From an optimization exercise on the open Yosys and OpenROAD flow, aimed at a short achievable clock period and few clock cycles; shortcuts taken in it are not production practice.
Function was checked by simulation only, so behaviour that the tests miss may differ from the original.

==> job 3949: inputs <==
==> flow/design.v <==
module cpu (
    input  wire        clk,
    input  wire        reset,
    output wire [31:0] mem_addr,
    output wire        mem_wr,
    output wire [31:0] mem_wdata,
    input  wire [31:0] mem_rdata
);
    reg  [31:0] maddr;
    reg         mwr;
    reg  [31:0] mwdata;
    assign mem_addr  = maddr;
    assign mem_wr    = mwr;
    assign mem_wdata = mwdata;
    reg fv0, fv1, fv2;    
    reg ld0, ld1, ld2;    
    reg vc0, vc1, vc2;    
    reg [31:0] fa;        
    reg [31:0] q0, q1, q2, q3, q4;
    reg [2:0]  qn;
    reg [31:0] xpc;       
    reg [31:0] HI, LO, EPC, MDR;
    reg        halted;
    reg        vwait;     
    reg        ph;        
    reg        pend;
    reg [4:0]  pdst;
    reg [1:0]  ptyp;      
    reg        wbv;       
    wire [1023:0] rflat;
    wire        we1;
    wire [4:0]  wa1;
    wire [31:0] wd1;
    wire        we2 = wbv;
    wire [4:0]  wa2 = pdst;
    wire [31:0] wd2 = (ptyp == 2'd1) ? {24'd0, MDR[7:0]} :
                      (ptyp == 2'd2) ? {16'd0, MDR[15:0]} : MDR;
    genvar g;
    generate
        for (g = 0; g < 32; g = g + 1) begin : RF
            reg [31:0] r;
            always @(posedge clk or posedge reset) begin
                if (reset)
                    r <= (g == 29) ? 32'd227 : 32'd0;
                else if (we1 && wa1 == g)
                    r <= wd1;
                else if (we2 && wa2 == g)
                    r <= wd2;
            end
            assign rflat[g*32 +: 32] = r;
        end
    endgenerate
    wire        irv = (qn != 3'd0);
    wire [31:0] ir  = q0;
    wire [5:0]  op  = ir[31:26];
    wire [4:0]  rs  = ir[25:21];
    wire [4:0]  rt  = ir[20:16];
    wire [4:0]  rd  = ir[15:11];
    wire [4:0]  sh  = ir[10:6];
    wire [5:0]  fn  = ir[5:0];
    wire [15:0] imm = ir[15:0];
    wire [31:0] imms = {{16{imm[15]}}, imm};
    wire isR    = (op == 6'h00);
    wire iADD   = isR && fn == 6'h20;
    wire iSUB   = isR && fn == 6'h22;
    wire iAND   = isR && fn == 6'h24;
    wire iSLT   = isR && fn == 6'h2a;
    wire iSLL   = isR && fn == 6'h00;
    wire iSRL   = isR && fn == 6'h02;
    wire iSRA   = isR && fn == 6'h03;
    wire iSLLV  = isR && fn == 6'h04;
    wire iSRAV  = isR && fn == 6'h07;
    wire iMULT  = isR && fn == 6'h18;
    wire iDIV   = isR && fn == 6'h1a;
    wire iMFHI  = isR && fn == 6'h10;
    wire iMFLO  = isR && fn == 6'h12;
    wire iJR    = isR && fn == 6'h08;
    wire iRTE   = isR && fn == 6'h13;
    wire iBRK   = isR && fn == 6'h0d;
    wire iPUSH  = isR && fn == 6'h05;
    wire iPOP   = isR && fn == 6'h06;
    wire iADDI  = (op == 6'h08);
    wire iADDIU = (op == 6'h09);
    wire iSLTI  = (op == 6'h0a);
    wire iLUI   = (op == 6'h0f);
    wire iBEQ   = (op == 6'h04);
    wire iBNE   = (op == 6'h05);
    wire iBLE   = (op == 6'h06);
    wire iBGT   = (op == 6'h07);
    wire iJ     = (op == 6'h02);
    wire iJAL   = (op == 6'h03);
    wire iLW    = (op == 6'h23);
    wire iLH    = (op == 6'h21);
    wire iLB    = (op == 6'h20);
    wire iSW    = (op == 6'h2b);
    wire iSH    = (op == 6'h29);
    wire iSB    = (op == 6'h28);
    wire iSRST  = (op == 6'h3f);    
    wire iBAD   = !(isR || iADDI || iADDIU || iSLTI || iLUI || iBEQ || iBNE || iBLE ||
                    iBGT || iJ || iJAL || iLW || iLH || iLB || iSW || iSH || iSB || iSRST);
    wire iLOAD  = iLW || iLH || iLB;
    wire iSTORE = iSW || iSH || iSB;
    wire iBR    = iBEQ || iBNE || iBLE || iBGT;
    wire pop29  = iPOP && (rt == 5'd29);
    wire [31:0] A   = rflat[rs*32 +: 32];
    wire [31:0] B   = rflat[rt*32 +: 32];
    wire [31:0] R29 = rflat[29*32 +: 32];
    wire        useimm = iADDI || iADDIU || iSLTI || iLOAD || iSTORE;
    wire [31:0] opb    = useimm ? imms : B;
    wire [31:0] sum    = A + opb;
    wire [31:0] dif    = A - B;
    wire        ovf_add = (A[31] == opb[31]) && (sum[31] != A[31]);
    wire        ovf_sub = (A[31] != B[31]) && (dif[31] != A[31]);
    wire        lt     = $signed(A) < $signed(opb);
    wire        eq     = (A == B);
    wire        gt     = $signed(A) > $signed(B);
    wire        shv    = iSLLV || iSRAV;
    wire [31:0] shin   = shv ? A : B;
    wire [4:0]  shamt  = shv ? B[4:0] : sh;
    wire [31:0] shl    = shin << shamt;
    wire [32:0] shr_in = {(iSRA || iSRAV) & shin[31], shin};
    wire [32:0] shr33  = $signed(shr_in) >>> shamt;
    wire [31:0] shr    = shr33[31:0];
    wire [31:0] pc4    = xpc + 32'd4;
    wire [31:0] brtgt  = pc4 + {imms[29:0], 2'b00};
    wire [31:0] jtgt   = {pc4[31:28], ir[25:0], 2'b00};
    wire [31:0] r29m4  = R29 - 32'd4;
    wire [31:0] r29p4  = R29 + 32'd4;
    wire brtaken = (iBEQ && eq) || (iBNE && !eq) || (iBLE && !gt) || (iBGT && gt);
    reg md_busy;
    wire uses_rs = iADD || iSUB || iAND || iSLT || iSLLV || iSRAV || iMULT || iDIV || iJR ||
                   iADDI || iADDIU || iSLTI || iBR || iLOAD || iSTORE;
    wire uses_rt = iADD || iSUB || iAND || iSLT || iSLL || iSRL || iSRA || iSLLV || iSRAV ||
                   iMULT || iDIV || iBR || iSTORE || iPUSH;
    wire memop   = iLOAD || iSTORE || iPUSH || (iPOP && !ph);
    reg  [4:0]  wdst;
    reg         wen;
    always @(*) begin
        wen = 1'b0; wdst = rd;
        if (iADD || iSUB || iAND || iSLT || iSLL || iSRL || iSRA || iSLLV || iSRAV ||
            iMFHI || iMFLO) begin
            wen = 1'b1; wdst = rd;
        end else if (iADDI || iADDIU || iSLTI || iLUI) begin
            wen = 1'b1; wdst = rt;
        end else if (iJAL) begin
            wen = 1'b1; wdst = 5'd31;
        end else if (iPUSH || (iPOP && !pop29) || (pop29 && ph)) begin
            wen = 1'b1; wdst = 5'd29;
        end
    end
    wire haz_ld = pend && ((uses_rs && rs == pdst) || (uses_rt && rt == pdst) ||
                           (wen && wdst == pdst) || ((iPUSH || iPOP) && pdst == 5'd29) || memop);
    wire haz_md = md_busy && (iMULT || iDIV || iMFHI || iMFLO);
    wire go = irv && !halted && !haz_ld && !haz_md;
    wire exc_ovf = (iADD && ovf_add) || (iADDI && ovf_add) || (iSUB && ovf_sub);
    wire exc_dz  = iDIV && (B == 32'd0);
    wire exc     = go && (exc_ovf || exc_dz || iBAD);
    wire redir   = go && (brtaken || iJ || iJAL || iJR || iRTE);
    reg  [31:0] tgt;
    always @(*) begin
        if (iJ || iJAL)      tgt = jtgt;
        else if (iJR)        tgt = A;
        else if (iRTE)       tgt = EPC;
        else                 tgt = brtgt;
    end
    wire flush   = redir || exc;
    wire xbus    = go && memop;                  
    wire xload   = go && (iLOAD || (iPOP && !ph));
    wire xstore  = go && (iSTORE || iPUSH);
    wire consume = go && !(pop29 && !ph) && !iBRK;
    reg  [31:0] res;
    always @(*) begin
        res = sum;
        if (iSUB)                res = dif;
        else if (iAND)           res = A & B;
        else if (iSLT || iSLTI)  res = {31'd0, lt};
        else if (iLUI)           res = {imm, 16'd0};
        else if (iSLL || iSLLV)  res = shl;
        else if (iSRL || iSRA || iSRAV) res = shr;
        else if (iMFHI)          res = HI;
        else if (iMFLO)          res = LO;
        else if (iJAL)           res = pc4;
        else if (iPUSH)          res = r29m4;
        else if (iPOP)           res = r29p4;
    end
    assign we1 = go && wen;
    assign wa1 = wdst;
    assign wd1 = res;
    wire [31:0] daddr = iPUSH ? r29m4 : iPOP ? R29 : sum;
    wire [31:0] sdata = iSB ? {B[7:0], MDR[23:0]} : iSH ? {B[15:0], MDR[15:0]} : B;
    wire [3:0] qfill    = {1'b0, qn} + {3'b000, fv0} + {3'b000, fv1} + {3'b000, fv2};
    wire       credit   = (qfill <= 4'd4);
    wire       fissue   = !vwait && !halted && credit && !xbus && !flush && !vc2;
    wire [31:0] fa4     = fa + 32'd4;
    always @(posedge clk or posedge reset) begin
        if (reset) begin
            maddr <= 32'd0; mwr <= 1'b0; mwdata <= 32'd0;
            fa <= 32'd0;
            fv0 <= 1'b1; fv1 <= 1'b0; fv2 <= 1'b0;
            ld0 <= 1'b0; ld1 <= 1'b0; ld2 <= 1'b0;
            vc0 <= 1'b0; vc1 <= 1'b0; vc2 <= 1'b0;
        end else begin
            mwr <= xstore;
            if (xstore) mwdata <= sdata;
            ld0 <= xload; ld1 <= ld0; ld2 <= ld1;
            vc0 <= exc;   vc1 <= vc0; vc2 <= vc1;
            fv1 <= fv0 && !flush;
            fv2 <= fv1 && !flush;
            if (vc2) begin
                maddr <= mem_rdata; fa <= mem_rdata; fv0 <= 1'b1;
            end else if (exc) begin
                maddr <= exc_dz ? 32'd255 : 32'd254; fv0 <= 1'b0;
            end else if (redir) begin
                maddr <= tgt; fa <= tgt; fv0 <= 1'b1;
            end else if (xbus) begin
                maddr <= daddr; fv0 <= 1'b0;
            end else if (fissue) begin
                maddr <= fa4; fa <= fa4; fv0 <= 1'b1;
            end else begin
                fv0 <= 1'b0;
            end
        end
    end
    wire arr = fv2 && !flush;
    wire [2:0] qpos = qn - {2'b00, consume};
    always @(posedge clk or posedge reset) begin
        if (reset) begin
            qn <= 3'd0;
            q0 <= 32'd0; q1 <= 32'd0; q2 <= 32'd0; q3 <= 32'd0; q4 <= 32'd0;
        end else if (flush) begin
            qn <= 3'd0;
        end else begin
            if (consume) begin
                q0 <= q1; q1 <= q2; q2 <= q3; q3 <= q4;
            end
            if (arr) begin
                case (qpos)
                    3'd0: q0 <= mem_rdata;
                    3'd1: q1 <= mem_rdata;
                    3'd2: q2 <= mem_rdata;
                    3'd3: q3 <= mem_rdata;
                    default: q4 <= mem_rdata;
                endcase
            end
            qn <= qpos + {2'b00, arr};
        end
    end
    always @(posedge clk or posedge reset) begin
        if (reset) begin
            xpc <= 32'd0; EPC <= 32'd0; MDR <= 32'd0;
            halted <= 1'b0; vwait <= 1'b0; ph <= 1'b0;
            pend <= 1'b0; pdst <= 5'd0; ptyp <= 2'd0; wbv <= 1'b0;
        end else begin
            if (vc2) begin
                xpc <= mem_rdata; vwait <= 1'b0;
            end else if (exc) begin
                vwait <= 1'b1;
            end else if (consume) begin
                xpc <= redir ? tgt : pc4;
            end
            if (exc) EPC <= xpc;
            if (go && iBRK) halted <= 1'b1;
            if (go && pop29) ph <= !ph;
            if (ld2) MDR <= mem_rdata;
            wbv <= ld2;
            if (xload) begin
                pend <= 1'b1; pdst <= rt;
                ptyp <= iLB ? 2'd1 : iLH ? 2'd2 : 2'd0;
            end else if (wbv) begin
                pend <= 1'b0;
            end
        end
    end
    reg        md_div, md_prep, md_fix;
    reg [4:0]  md_cnt;
    reg signed [37:0] mH;
    reg [31:0] mL, mA, mB;
    reg [31:0] dQ, dR, dD;
    reg        dnq, dnr;
    wire signed [4:0]  mdig = (md_cnt[2:0] == 3'd7) ? {mA[3], mA[3:0]} : {1'b0, mA[3:0]};
    wire signed [37:0] mT   = mH + mdig * $signed(mB);
    wire signed [37:0] mHn  = mT >>> 4;
    wire [31:0]        mLn  = {mT[3:0], mL[31:4]};
    function [63:0] dstep;
        input [63:0] rq;
        input [31:0] d;
        reg [32:0] t;
        reg [31:0] r, q;
        begin
            r = rq[63:32]; q = rq[31:0];
            t = {r, q[31]} - {1'b0, d};
            if (!t[32]) begin r = t[31:0]; q = {q[30:0], 1'b1}; end
            else begin r = {r[30:0], q[31]}; q = {q[30:0], 1'b0}; end
            dstep = {r, q};
        end
    endfunction
    wire [63:0] dst1 = dstep({dR, dQ}, dD);
    wire [63:0] dst2 = dstep(dst1, dD);
    wire md_start = go && (iMULT || (iDIV && !exc_dz));
    always @(posedge clk or posedge reset) begin
        if (reset) begin
            md_busy <= 1'b0; md_div <= 1'b0; md_prep <= 1'b0; md_fix <= 1'b0;
            md_cnt <= 5'd0;
            mH <= 38'd0; mL <= 32'd0; mA <= 32'd0; mB <= 32'd0;
            dQ <= 32'd0; dR <= 32'd0; dD <= 32'd0; dnq <= 1'b0; dnr <= 1'b0;
            HI <= 32'd0; LO <= 32'd0;
        end else begin
            if (go && exc_dz) begin
                HI <= 32'd0; LO <= 32'd0;
            end
            if (md_start) begin
                md_busy <= 1'b1; md_div <= iDIV; md_prep <= iDIV; md_fix <= 1'b0;
                md_cnt <= 5'd0;
                mH <= 38'd0; mA <= A; mB <= B;
                dQ <= A; dD <= B; dR <= 32'd0;
                dnq <= A[31] ^ B[31]; dnr <= A[31];
            end else if (md_busy) begin
                if (!md_div) begin
                    mH <= mHn; mL <= mLn; mA <= {4'd0, mA[31:4]};
                    md_cnt <= md_cnt + 5'd1;
                    if (md_cnt[2:0] == 3'd7) begin
                        HI <= mHn[31:0]; LO <= mLn;
                        md_busy <= 1'b0;
                    end
                end else if (md_prep) begin
                    md_prep <= 1'b0;
                    if (dQ[31]) dQ <= -dQ;
                    if (dD[31]) dD <= -dD;
                end else if (!md_fix) begin
                    dR <= dst2[63:32]; dQ <= dst2[31:0];
                    md_cnt <= md_cnt + 5'd1;
                    if (md_cnt[3:0] == 4'd15) md_fix <= 1'b1;
                end else begin
                    HI <= dnq ? -dQ : dQ;
                    LO <= dnr ? -dR : dR;
                    md_busy <= 1'b0; md_fix <= 1'b0;
                end
            end
        end
    end
endmodule
==> flow/run.sh <==
#!/bin/bash
# synth_recipe.tcl (not shown) runs the flow's synth.tcl, then flattens the netlist and writes it again
# the make line also repeats each setting of config.mk as NAME=value (left out here)
make -C /OpenROAD-flow-scripts/flow DESIGN_CONFIG=/design/flow/config.mk WORK_HOME=/design/flow/orfs CLKGATE_MAP_FILE= SYNTH_SCRIPT=/design/flow/synth_recipe.tcl finish
==> flow/config.mk <==
export PLATFORM = sky130hd
export DESIGN_NAME = cpu
export DESIGN_NICKNAME = cpu
export VERILOG_FILES = /design/flow/design.v
export SDC_FILE = /design/flow/constraint.sdc
export NUM_CORES = 4
export LEC_CHECK = 0
export ABC_CLOCK_PERIOD_IN_PS = 4000
export CAP_MARGIN = 50
export CORE_MARGIN = 2
export CORE_UTILIZATION = 40
export SLEW_MARGIN = 50
==> flow/constraint.sdc <==
create_clock -name core_clock -period 21.0 [get_ports {clk}]
set_input_delay 4.2000 -clock core_clock [delete_from_list [all_inputs] [get_ports {clk}]]
set_output_delay 4.2000 -clock core_clock [all_outputs]
set_load 0.01 [all_outputs]
==> job 8765 (differences from job 3949) <==
==> flow/config.mk (replaced) <==
export PLATFORM = sky130hd
export DESIGN_NAME = cpu
export DESIGN_NICKNAME = cpu
export VERILOG_FILES = /design/flow/design.v
export SDC_FILE = /design/flow/constraint.sdc
export NUM_CORES = 4
export LEC_CHECK = 0
export CAP_MARGIN = 20
export CORE_MARGIN = 2
export CORE_UTILIZATION = 40
export SLEW_MARGIN = 20
==> comparison <==
Between job 3949 and job 8765, the lower clock skew is in job 3949 (gap 0.088 ns).
Sequential share of layout area: job 8765 is higher than job 3949 (0.46 points).
In job 3949 the worst hold slack is higher than in job 8765, by 0.0061 ns.
Between job 3949 and job 8765, the lower via count is in job 8765 (gap about 0.27%, measured against job 8765).
In wire length, job 3949 and job 8765 hardly differ.
Non-clock buffer count: job 8765 is lower than job 3949 (75).
Between job 3949 and job 8765, the lower maximum frequency is in job 8765 (gap about 8%, measured against job 8765).
Of job 3949 and job 8765, job 3949 has the higher critical path depth (gap 3).
==> figures <==
FF-to-FF path depth: job 3949 25; job 8765 22
Layout fillers: job 3949 30800; job 8765 31200
Largest fanout on the critical path: job 3949 56; job 8765 46
Final Non-Filler Cells: job 3949 18500; job 8765 18400
Reg2Reg Capture Point: job 3949 q3[29]$_DFFE_PP0N_; job 8765 fa[6]$_DFFE_PP0P_
Clock Skews: job 3949 0.119 ns; job 8765 0.207 ns
Run status: job 3949 complete, no violations; job 8765 complete, no violations
Proportion of cell area occupied by multi-input gates: job 3949 55.9%; job 8765 56.3%
Ratio of final minimum period to clock period: job 3949 48.3%; job 8765 52.2%
Wire length of the first global-routing pass: job 3949 915000 um; job 8765 913000 um
Number of placed instances with taps included: job 3949 18100; job 8765 18000
Worst slack at placement: job 3949 11.22 ns; job 8765 10.45 ns
Post-Route WL: job 3949 657000 um; job 8765 657000 um
Total vias in the final route: job 3949 127000; job 8765 127000
Worst stage delay on the critical path: job 3949 0.75 ns; job 8765 1.06 ns
Area of all sequential standard cells: job 3949 42500 um2; job 8765 42500 um2
Global routing met2 resource utilization: job 3949 54.1%; job 8765 54.0%
Portion of the layout cell area used by clock cells: job 3949 4.96%; job 8765 5.05%
Total number of cells along the worst setup path: job 3949 25; job 8765 22
Routed wl met2: job 3949 261000 um; job 8765 261000 um
Testbench counts of job 3949, summed over its fixed seeds: cycles 144,377.
Testbench counts of job 8765, summed over its fixed seeds: cycles 144,377.

[static timing again, ports no longer ideal]
The flow's constraints put no driver on any port. The routed layouts listed below were extracted and timed again, unchanged, in two steps. Step 1 (the two cells are an assumption about what drives the block):
set clk [get_ports {clk}]
set_driving_cell -lib_cell sky130_fd_sc_hd__clkbuf_16 $clk
set_driving_cell -lib_cell sky130_fd_sc_hd__buf_2 [delete_from_list [all_inputs] $clk]
Step 2 also shifts input and output timing later by t, the mid clock arrival at the registers, as if the neighbouring blocks saw the same clock. a / b / c = no drivers / after step 1 / after step 2; a / b = the first two.
run	shift t [ns]	setup slack, ns	worst setup path at the end
job 3949	1.047	10.865 / 10.865 / 10.865	register to register
job 8765	1.079	10.031 / 10.031 / 10.031	register to register
After both steps setup and hold are still met in every run listed.
